Source: an optimization exercise on an open RTL-to-GDS flow (aim: small area, a short achievable clock period and few clock cycles per item). Production flows keep margins and buffers that such runs may drop. RTL that was checked went through simulation tests only; none was proved equivalent to the original. Power and IR drop assume default switching activity.

==> exp/ember: inputs <==
Design pe_core_v3, start of the top module:
module pe_core_v3 (
    input clk,
    input rst_n,
    input [31:0] opcode,
    input [31:0] op1,
    input [31:0] op2,
    input [31:0] op3,
    input valid_in,
    output reg [31:0] result_out,
    output reg result_valid
);
clock: 65.0 ns
lec_check: 0
cap_margin: 35
core_margin: 2
core_utilization: 55
cts_buf_list: sky130_fd_sc_hd__clkbuf_4
slew_margin: 35
run.sh (not shown) runs the stock make flow with config.mk's settings and CLKGATE_MAP_FILE= SYNTH_SCRIPT=/design/flow/synth_recipe.tcl, a recipe that flattens the netlist after the stock synthesis.
==> inputs of exp/indigo, as changes to exp/ember <==
Settings changed: CORE_UTILIZATION 55 to 70, CTS_BUF_LIST sky130_fd_sc_hd__clkbuf_4 to sky130_fd_sc_hd__clkbuf_8.
==> inputs of exp/zinc, as changes to exp/ember <==
Settings changed: CTS_BUF_LIST sky130_fd_sc_hd__clkbuf_4 to not set.
==> qor summary <==
| quantity | exp/indigo | exp/zinc | exp/ember |
|---|---|---|---|
| Result of the run | timing/DRC/antenna clean | timing/DRC/antenna clean | timing/DRC/antenna clean |
| Psw | 0.363 mW | 0.360 mW | 0.358 mW |
| Fraction of area in multi-input gates | 62.9% | 62.2% | 62.5% |
| Count of TritonRoute iterations in the first routing pass | 8 | 7 | 6 |
| Number of diodes added for antenna fixing | 7 | 13 | 19 |
| Die span in x | 290 µm | 327 µm | 327 µm |
| Number of DRC markers in iteration 0 | 4005 | 3529 | 3284 |
| Weighted congestion reported at the end of routability-driven placement | 1.03 | 0.990 | 0.990 |
| Clock transition time at the flip-flop clock pins of the worst setup and hold paths | 70 ps | 60 ps | 70 ps |
| Origin of the critical flop-to-flop path | b0[20] | B3[0] | B3[0] |
| Crit path launch | result_out[18] | result_valid | result_out[10] |
| Met2 track utilization from global routing | 67.1% | 55.6% | 55.3% |
| Power after layout | 1.20 mW | 1.24 mW | 1.18 mW |
Testbench counts of exp/ember, summed over its fixed seeds: cycles 160,062, items 160,000.
Testbench counts of exp/indigo, summed over its fixed seeds: cycles 160,062, items 160,000.
Testbench counts of exp/zinc, summed over its fixed seeds: cycles 160,062, items 160,000.

* * *

==> inputs of run a <==
Another version of the RTL of pe_core_v3 (not shown whole).
export LEC_CHECK = 0
export CAP_MARGIN = 35
export CORE_MARGIN = 2
export CORE_UTILIZATION = 55
export SLEW_MARGIN = 35
create_clock -name core_clock -period 65.0 [get_ports {clk}]
standard.sh (not shown) runs the stock make flow with config.mk's settings and CLKGATE_MAP_FILE= SYNTH_SCRIPT=/design/flow/synth_recipe.tcl, a recipe that flattens the netlist after the stock synthesis.
==> flow/flow/run.sh <==
#!/bin/bash
set -euo pipefail
bash standard.sh "BUFFER_PORTS_ARGS=-buffer_cell sky130_fd_sc_hd__buf_2" \
  "SETUP_SLACK_MARGIN=50.9" finish > standard_flow.log 2>&1
==> run b (differences from run a) <==
--- a/flow/design.v
+++ b/flow/design.v
@@ -3617,91 +3617,81 @@
         else        v4 <= v3;
     always @(posedge clk) begin
         R4 <= rn_12;
         AQ4 <= aq_12;
         B4 <= B3;
         isd4 <= isd3;
     end
+    wire hz5_24 = ~|B4[31:24];
     wire hz5_23 = ~|B4[31:23];
     wire hz5_22 = ~|B4[31:22];
     wire hz5_21 = ~|B4[31:21];
     wire q_11; wire [20:0] rn_11;
     pe_divrow21 row_11 (.r(R4), .abit(AQ4[31]), .b(B4), .hz(hz5_21), .q(q_11), .rn(rn_11));
     wire [31:0] aq_11 = {AQ4[30:0], q_11};
     wire q_10; wire [21:0] rn_10;
     pe_divrow22 row_10 (.r(rn_11), .abit(aq_11[31]), .b(B4), .hz(hz5_22), .q(q_10), .rn(rn_10));
     wire [31:0] aq_10 = {aq_11[30:0], q_10};
     wire q_9; wire [22:0] rn_9;
     pe_divrow23 row_9 (.r(rn_10), .abit(aq_10[31]), .b(B4), .hz(hz5_23), .q(q_9), .rn(rn_9));
     wire [31:0] aq_9 = {aq_10[30:0], q_9};
-    reg [22:0] R5; reg [31:0] AQ5, B5; reg isd5; reg v5;
+    wire q_8; wire [23:0] rn_8;
+    pe_divrow24 row_8 (.r(rn_9), .abit(aq_9[31]), .b(B4), .hz(hz5_24), .q(q_8), .rn(rn_8));
+    wire [31:0] aq_8 = {aq_9[30:0], q_8};
+    reg [23:0] R5; reg [31:0] AQ5, B5; reg isd5; reg v5;
     always @(posedge clk or negedge rst_n)
         if (!rst_n) v5 <= 1'b0;
         else        v5 <= v4;
     always @(posedge clk) begin
-        R5 <= rn_9;
-        AQ5 <= aq_9;
+        R5 <= rn_8;
+        AQ5 <= aq_8;
         B5 <= B4;
         isd5 <= isd4;
     end
+    wire hz6_28 = ~|B5[31:28];
+    wire hz6_27 = ~|B5[31:27];
     wire hz6_26 = ~|B5[31:26];
     wire hz6_25 = ~|B5[31:25];
-    wire hz6_24 = ~|B5[31:24];
-    wire q_8; wire [23:0] rn_8;
-    pe_divrow24 row_8 (.r(R5), .abit(AQ5[31]), .b(B5), .hz(hz6_24), .q(q_8), .rn(rn_8));
-    wire [31:0] aq_8 = {AQ5[30:0], q_8};
     wire q_7; wire [24:0] rn_7;
-    pe_divrow25 row_7 (.r(rn_8), .abit(aq_8[31]), .b(B5), .hz(hz6_25), .q(q_7), .rn(rn_7));
-    wire [31:0] aq_7 = {aq_8[30:0], q_7};
+    pe_divrow25 row_7 (.r(R5), .abit(AQ5[31]), .b(B5), .hz(hz6_25), .q(q_7), .rn(rn_7));
+    wire [31:0] aq_7 = {AQ5[30:0], q_7};
     wire q_6; wire [25:0] rn_6;
     pe_divrow26 row_6 (.r(rn_7), .abit(aq_7[31]), .b(B5), .hz(hz6_26), .q(q_6), .rn(rn_6));
     wire [31:0] aq_6 = {aq_7[30:0], q_6};
-    reg [25:0] R6; reg [31:0] AQ6, B6; reg isd6; reg v6;
+    wire q_5; wire [26:0] rn_5;
+    pe_divrow27 row_5 (.r(rn_6), .abit(aq_6[31]), .b(B5), .hz(hz6_27), .q(q_5), .rn(rn_5));
+    wire [31:0] aq_5 = {aq_6[30:0], q_5};
+    wire q_4; wire [27:0] rn_4;
+    pe_divrow28 row_4 (.r(rn_5), .abit(aq_5[31]), .b(B5), .hz(hz6_28), .q(q_4), .rn(rn_4));
+    wire [31:0] aq_4 = {aq_5[30:0], q_4};
+    reg [27:0] R6; reg [31:0] AQ6, B6; reg isd6; reg v6;
     always @(posedge clk or negedge rst_n)
         if (!rst_n) v6 <= 1'b0;
         else        v6 <= v5;
     always @(posedge clk) begin
-        R6 <= rn_6;
-        AQ6 <= aq_6;
+        R6 <= rn_4;
+        AQ6 <= aq_4;
         B6 <= B5;
         isd6 <= isd5;
     end
+    wire hz7_32 = 1'b1;
+    wire hz7_31 = ~|B6[31:31];
+    wire hz7_30 = ~|B6[31:30];
     wire hz7_29 = ~|B6[31:29];
-    wire hz7_28 = ~|B6[31:28];
-    wire hz7_27 = ~|B6[31:27];
-    wire q_5; wire [26:0] rn_5;
-    pe_divrow27 row_5 (.r(R6), .abit(AQ6[31]), .b(B6), .hz(hz7_27), .q(q_5), .rn(rn_5));
-    wire [31:0] aq_5 = {AQ6[30:0], q_5};
-    wire q_4; wire [27:0] rn_4;
-    pe_divrow28 row_4 (.r(rn_5), .abit(aq_5[31]), .b(B6), .hz(hz7_28), .q(q_4), .rn(rn_4));
-    wire [31:0] aq_4 = {aq_5[30:0], q_4};
     wire q_3; wire [28:0] rn_3;
-    pe_divrow29 row_3 (.r(rn_4), .abit(aq_4[31]), .b(B6), .hz(hz7_29), .q(q_3), .rn(rn_3));
-    wire [31:0] aq_3 = {aq_4[30:0], q_3};
-    reg [28:0] R7; reg [31:0] AQ7, B7; reg isd7; reg v7;
-    always @(posedge clk or negedge rst_n)
-        if (!rst_n) v7 <= 1'b0;
-        else        v7 <= v6;
-    always @(posedge clk) begin
-        R7 <= rn_3;
-        AQ7 <= aq_3;
-        B7 <= B6;
-        isd7 <= isd6;
-    end
-    wire hz8_32 = 1'b1;
-    wire hz8_31 = ~|B7[31:31];
-    wire hz8_30 = ~|B7[31:30];
+    pe_divrow29 row_3 (.r(R6), .abit(AQ6[31]), .b(B6), .hz(hz7_29), .q(q_3), .rn(rn_3));
+    wire [31:0] aq_3 = {AQ6[30:0], q_3};
     wire q_2; wire [29:0] rn_2;
-    pe_divrow30 row_2 (.r(R7), .abit(AQ7[31]), .b(B7), .hz(hz8_30), .q(q_2), .rn(rn_2));
-    wire [31:0] aq_2 = {AQ7[30:0], q_2};
+    pe_divrow30 row_2 (.r(rn_3), .abit(aq_3[31]), .b(B6), .hz(hz7_30), .q(q_2), .rn(rn_2));
+    wire [31:0] aq_2 = {aq_3[30:0], q_2};
     wire q_1; wire [30:0] rn_1;
-    pe_divrow31 row_1 (.r(rn_2), .abit(aq_2[31]), .b(B7), .hz(hz8_31), .q(q_1), .rn(rn_1));
+    pe_divrow31 row_1 (.r(rn_2), .abit(aq_2[31]), .b(B6), .hz(hz7_31), .q(q_1), .rn(rn_1));
     wire [31:0] aq_1 = {aq_2[30:0], q_1};
     wire q_0; wire [31:0] rn_0;
-    pe_divrow32 row_0 (.r(rn_1), .abit(aq_1[31]), .b(B7), .hz(hz8_32), .q(q_0), .rn(rn_0));
+    pe_divrow32 row_0 (.r(rn_1), .abit(aq_1[31]), .b(B6), .hz(hz7_32), .q(q_0), .rn(rn_0));
     wire [31:0] aq_0 = {aq_1[30:0], q_0};
     always @(posedge clk or negedge rst_n)
         if (!rst_n) result_valid <= 1'b0;
-        else        result_valid <= v7;
+        else        result_valid <= v6;
     always @(posedge clk)
-        result_out <= isd7 ? aq_0 : B7;
+        result_out <= isd6 ? aq_0 : B6;
 endmodule
--- a/flow/config.mk
+++ b/flow/config.mk
@@ -4,8 +4,10 @@
 export VERILOG_FILES = /design/flow/design.v
 export SDC_FILE = /design/flow/constraint.sdc
 export NUM_CORES = 4
 export LEC_CHECK = 0
 export CAP_MARGIN = 35
 export CORE_MARGIN = 2
 export CORE_UTILIZATION = 55
+export CTS_CLUSTER_DIAMETER = 120
+export CTS_CLUSTER_SIZE = 30
 export SLEW_MARGIN = 35
==> run c (differences from run a) <==
--- a/flow/design.v
+++ b/flow/design.v
@@ -3617,91 +3617,81 @@
         else        v4 <= v3;
     always @(posedge clk) begin
         R4 <= rn_12;
         AQ4 <= aq_12;
         B4 <= B3;
         isd4 <= isd3;
     end
+    wire hz5_24 = ~|B4[31:24];
     wire hz5_23 = ~|B4[31:23];
     wire hz5_22 = ~|B4[31:22];
     wire hz5_21 = ~|B4[31:21];
     wire q_11; wire [20:0] rn_11;
     pe_divrow21 row_11 (.r(R4), .abit(AQ4[31]), .b(B4), .hz(hz5_21), .q(q_11), .rn(rn_11));
     wire [31:0] aq_11 = {AQ4[30:0], q_11};
     wire q_10; wire [21:0] rn_10;
     pe_divrow22 row_10 (.r(rn_11), .abit(aq_11[31]), .b(B4), .hz(hz5_22), .q(q_10), .rn(rn_10));
     wire [31:0] aq_10 = {aq_11[30:0], q_10};
     wire q_9; wire [22:0] rn_9;
     pe_divrow23 row_9 (.r(rn_10), .abit(aq_10[31]), .b(B4), .hz(hz5_23), .q(q_9), .rn(rn_9));
     wire [31:0] aq_9 = {aq_10[30:0], q_9};
-    reg [22:0] R5; reg [31:0] AQ5, B5; reg isd5; reg v5;
+    wire q_8; wire [23:0] rn_8;
+    pe_divrow24 row_8 (.r(rn_9), .abit(aq_9[31]), .b(B4), .hz(hz5_24), .q(q_8), .rn(rn_8));
+    wire [31:0] aq_8 = {aq_9[30:0], q_8};
+    reg [23:0] R5; reg [31:0] AQ5, B5; reg isd5; reg v5;
     always @(posedge clk or negedge rst_n)
         if (!rst_n) v5 <= 1'b0;
         else        v5 <= v4;
     always @(posedge clk) begin
-        R5 <= rn_9;
-        AQ5 <= aq_9;
+        R5 <= rn_8;
+        AQ5 <= aq_8;
         B5 <= B4;
         isd5 <= isd4;
     end
+    wire hz6_28 = ~|B5[31:28];
+    wire hz6_27 = ~|B5[31:27];
     wire hz6_26 = ~|B5[31:26];
     wire hz6_25 = ~|B5[31:25];
-    wire hz6_24 = ~|B5[31:24];
-    wire q_8; wire [23:0] rn_8;
-    pe_divrow24 row_8 (.r(R5), .abit(AQ5[31]), .b(B5), .hz(hz6_24), .q(q_8), .rn(rn_8));
-    wire [31:0] aq_8 = {AQ5[30:0], q_8};
     wire q_7; wire [24:0] rn_7;
-    pe_divrow25 row_7 (.r(rn_8), .abit(aq_8[31]), .b(B5), .hz(hz6_25), .q(q_7), .rn(rn_7));
-    wire [31:0] aq_7 = {aq_8[30:0], q_7};
+    pe_divrow25 row_7 (.r(R5), .abit(AQ5[31]), .b(B5), .hz(hz6_25), .q(q_7), .rn(rn_7));
+    wire [31:0] aq_7 = {AQ5[30:0], q_7};
     wire q_6; wire [25:0] rn_6;
     pe_divrow26 row_6 (.r(rn_7), .abit(aq_7[31]), .b(B5), .hz(hz6_26), .q(q_6), .rn(rn_6));
     wire [31:0] aq_6 = {aq_7[30:0], q_6};
-    reg [25:0] R6; reg [31:0] AQ6, B6; reg isd6; reg v6;
+    wire q_5; wire [26:0] rn_5;
+    pe_divrow27 row_5 (.r(rn_6), .abit(aq_6[31]), .b(B5), .hz(hz6_27), .q(q_5), .rn(rn_5));
+    wire [31:0] aq_5 = {aq_6[30:0], q_5};
+    wire q_4; wire [27:0] rn_4;
+    pe_divrow28 row_4 (.r(rn_5), .abit(aq_5[31]), .b(B5), .hz(hz6_28), .q(q_4), .rn(rn_4));
+    wire [31:0] aq_4 = {aq_5[30:0], q_4};
+    reg [27:0] R6; reg [31:0] AQ6, B6; reg isd6; reg v6;
     always @(posedge clk or negedge rst_n)
         if (!rst_n) v6 <= 1'b0;
         else        v6 <= v5;
     always @(posedge clk) begin
-        R6 <= rn_6;
-        AQ6 <= aq_6;
+        R6 <= rn_4;
+        AQ6 <= aq_4;
         B6 <= B5;
         isd6 <= isd5;
     end
+    wire hz7_32 = 1'b1;
+    wire hz7_31 = ~|B6[31:31];
+    wire hz7_30 = ~|B6[31:30];
     wire hz7_29 = ~|B6[31:29];
-    wire hz7_28 = ~|B6[31:28];
-    wire hz7_27 = ~|B6[31:27];
-    wire q_5; wire [26:0] rn_5;
-    pe_divrow27 row_5 (.r(R6), .abit(AQ6[31]), .b(B6), .hz(hz7_27), .q(q_5), .rn(rn_5));
-    wire [31:0] aq_5 = {AQ6[30:0], q_5};
-    wire q_4; wire [27:0] rn_4;
-    pe_divrow28 row_4 (.r(rn_5), .abit(aq_5[31]), .b(B6), .hz(hz7_28), .q(q_4), .rn(rn_4));
-    wire [31:0] aq_4 = {aq_5[30:0], q_4};
     wire q_3; wire [28:0] rn_3;
-    pe_divrow29 row_3 (.r(rn_4), .abit(aq_4[31]), .b(B6), .hz(hz7_29), .q(q_3), .rn(rn_3));
-    wire [31:0] aq_3 = {aq_4[30:0], q_3};
-    reg [28:0] R7; reg [31:0] AQ7, B7; reg isd7; reg v7;
-    always @(posedge clk or negedge rst_n)
-        if (!rst_n) v7 <= 1'b0;
-        else        v7 <= v6;
-    always @(posedge clk) begin
-        R7 <= rn_3;
-        AQ7 <= aq_3;
-        B7 <= B6;
-        isd7 <= isd6;
-    end
-    wire hz8_32 = 1'b1;
-    wire hz8_31 = ~|B7[31:31];
-    wire hz8_30 = ~|B7[31:30];
+    pe_divrow29 row_3 (.r(R6), .abit(AQ6[31]), .b(B6), .hz(hz7_29), .q(q_3), .rn(rn_3));
+    wire [31:0] aq_3 = {AQ6[30:0], q_3};
     wire q_2; wire [29:0] rn_2;
-    pe_divrow30 row_2 (.r(R7), .abit(AQ7[31]), .b(B7), .hz(hz8_30), .q(q_2), .rn(rn_2));
-    wire [31:0] aq_2 = {AQ7[30:0], q_2};
+    pe_divrow30 row_2 (.r(rn_3), .abit(aq_3[31]), .b(B6), .hz(hz7_30), .q(q_2), .rn(rn_2));
+    wire [31:0] aq_2 = {aq_3[30:0], q_2};
     wire q_1; wire [30:0] rn_1;
-    pe_divrow31 row_1 (.r(rn_2), .abit(aq_2[31]), .b(B7), .hz(hz8_31), .q(q_1), .rn(rn_1));
+    pe_divrow31 row_1 (.r(rn_2), .abit(aq_2[31]), .b(B6), .hz(hz7_31), .q(q_1), .rn(rn_1));
     wire [31:0] aq_1 = {aq_2[30:0], q_1};
     wire q_0; wire [31:0] rn_0;
-    pe_divrow32 row_0 (.r(rn_1), .abit(aq_1[31]), .b(B7), .hz(hz8_32), .q(q_0), .rn(rn_0));
+    pe_divrow32 row_0 (.r(rn_1), .abit(aq_1[31]), .b(B6), .hz(hz7_32), .q(q_0), .rn(rn_0));
     wire [31:0] aq_0 = {aq_1[30:0], q_0};
     always @(posedge clk or negedge rst_n)
         if (!rst_n) result_valid <= 1'b0;
-        else        result_valid <= v7;
+        else        result_valid <= v6;
     always @(posedge clk)
-        result_out <= isd7 ? aq_0 : B7;
+        result_out <= isd6 ? aq_0 : B6;
 endmodule
==> flow/flow/run.sh (replaced) <==
#!/bin/bash
set -euo pipefail
bash standard.sh "BUFFER_PORTS_ARGS=-buffer_cell sky130_fd_sc_hd__buf_2" \
  "SETUP_SLACK_MARGIN=50.75" finish > standard_flow.log 2>&1
--- a/flow/config.mk
+++ b/flow/config.mk
@@ -4,8 +4,10 @@
 export VERILOG_FILES = /design/flow/design.v
 export SDC_FILE = /design/flow/constraint.sdc
 export NUM_CORES = 4
 export LEC_CHECK = 0
 export CAP_MARGIN = 35
 export CORE_MARGIN = 2
 export CORE_UTILIZATION = 55
+export CTS_CLUSTER_DIAMETER = 200
+export CTS_CLUSTER_SIZE = 22
 export SLEW_MARGIN = 35
==> comparison <==
Worst setup slack: run b < run a < run c.
Between run b and run a, the lower first-iteration DRC count is in run b (gap about 15%, measured against run a).
Between run b and run c, the lower power is in run c (gap 0.35%, measured against run c).
In run a the core utilization is higher than in run b, by 1.6 points.
Against run a, the hold slack of run b is better by 0.0042 ns.
In run c the synthesized cell count is lower than in run a, by 2.3%.
==> figures <==
item                                                                   run b        run c        run a
Multi-input combinational cell area                              38700 sq um  38600 sq um  38700 sq um
Post-route fraction of the period consumed by the critical path        0.218        0.217        0.218
Ratio of routed vias to standard cells                                  5.88         5.90         5.93
Diode count                                                                7            3            1
Status                                              timing/DRC/antenna clean  timing/DRC/antenna clean  timing/DRC/antenna clean
Worst-case headroom to the max-slew limit                              0.317        0.295        0.321
Worst endpoint data arrival time                                     1.17 ns      1.11 ns      1.16 ns
Vias in the first global route                                         42700        42700        44800
Seq Cell Count                                                           646          646          738
First-pass GRT wire length                                            252 mm       252 mm       272 mm
Routed length per instance                                           22.5 um      22.6 um      23.2 um
Highest ir drop seen on vdd                                        0.0293 mV    0.0250 mV    0.0256 mV
Flip-flop and latch share of the layout cell area                      0.222        0.223        0.238
Testbench counts of run b, summed over its fixed seeds: cycles 160,054, items 160,000.
Testbench counts of run c, summed over its fixed seeds: cycles 160,054, items 160,000.
For run a, only the layout was checked, not whether the RTL still works.

## re-timing with driven ports
No port has a modelled driver above. Below, the same layouts with a new extraction and two added sets of constraints. Step 1 (the two cells are an assumption about what drives the block):
set clk [get_ports {clk}]
set_driving_cell -lib_cell sky130_fd_sc_hd__clkbuf_16 $clk
set_driving_cell -lib_cell sky130_fd_sc_hd__buf_2 [delete_from_list [all_inputs] $clk]
Step 2 adds t to the input delays and takes it off the output delays; t is the mean of the earliest and latest rising clock arrival at the registers after step 1. Input paths then give back, and output paths get back, about the clock's delay inside the block. Three values: no drivers, after step 1, after step 2; two values: the first two.
run | t, ns | slack for setup (ns) | worst setup path after step 2 | slew at the worst register clock pin (ns)
exp/ember | 1.193 | 50.011 / 49.934 / 51.128 | register to output | 0.09 / 0.09
exp/indigo | 0.889 | 50.317 / 50.246 / 51.134 | register to output | 0.08 / 0.08
exp/zinc | 0.738 | 50.466 / 50.384 / 51.122 | register to output | 0.07 / 0.07
run a | 0.736 | 50.839 / 50.766 / 51.501 | register to output | 0.07 / 0.07
run b | 0.738 | 50.832 / 50.757 / 51.494 | register to output | 0.11 / 0.11
run c | 0.706 | 50.892 / 50.814 / 51.459 | register to register | 0.11 / 0.11
After both steps every run listed still meets setup and hold.
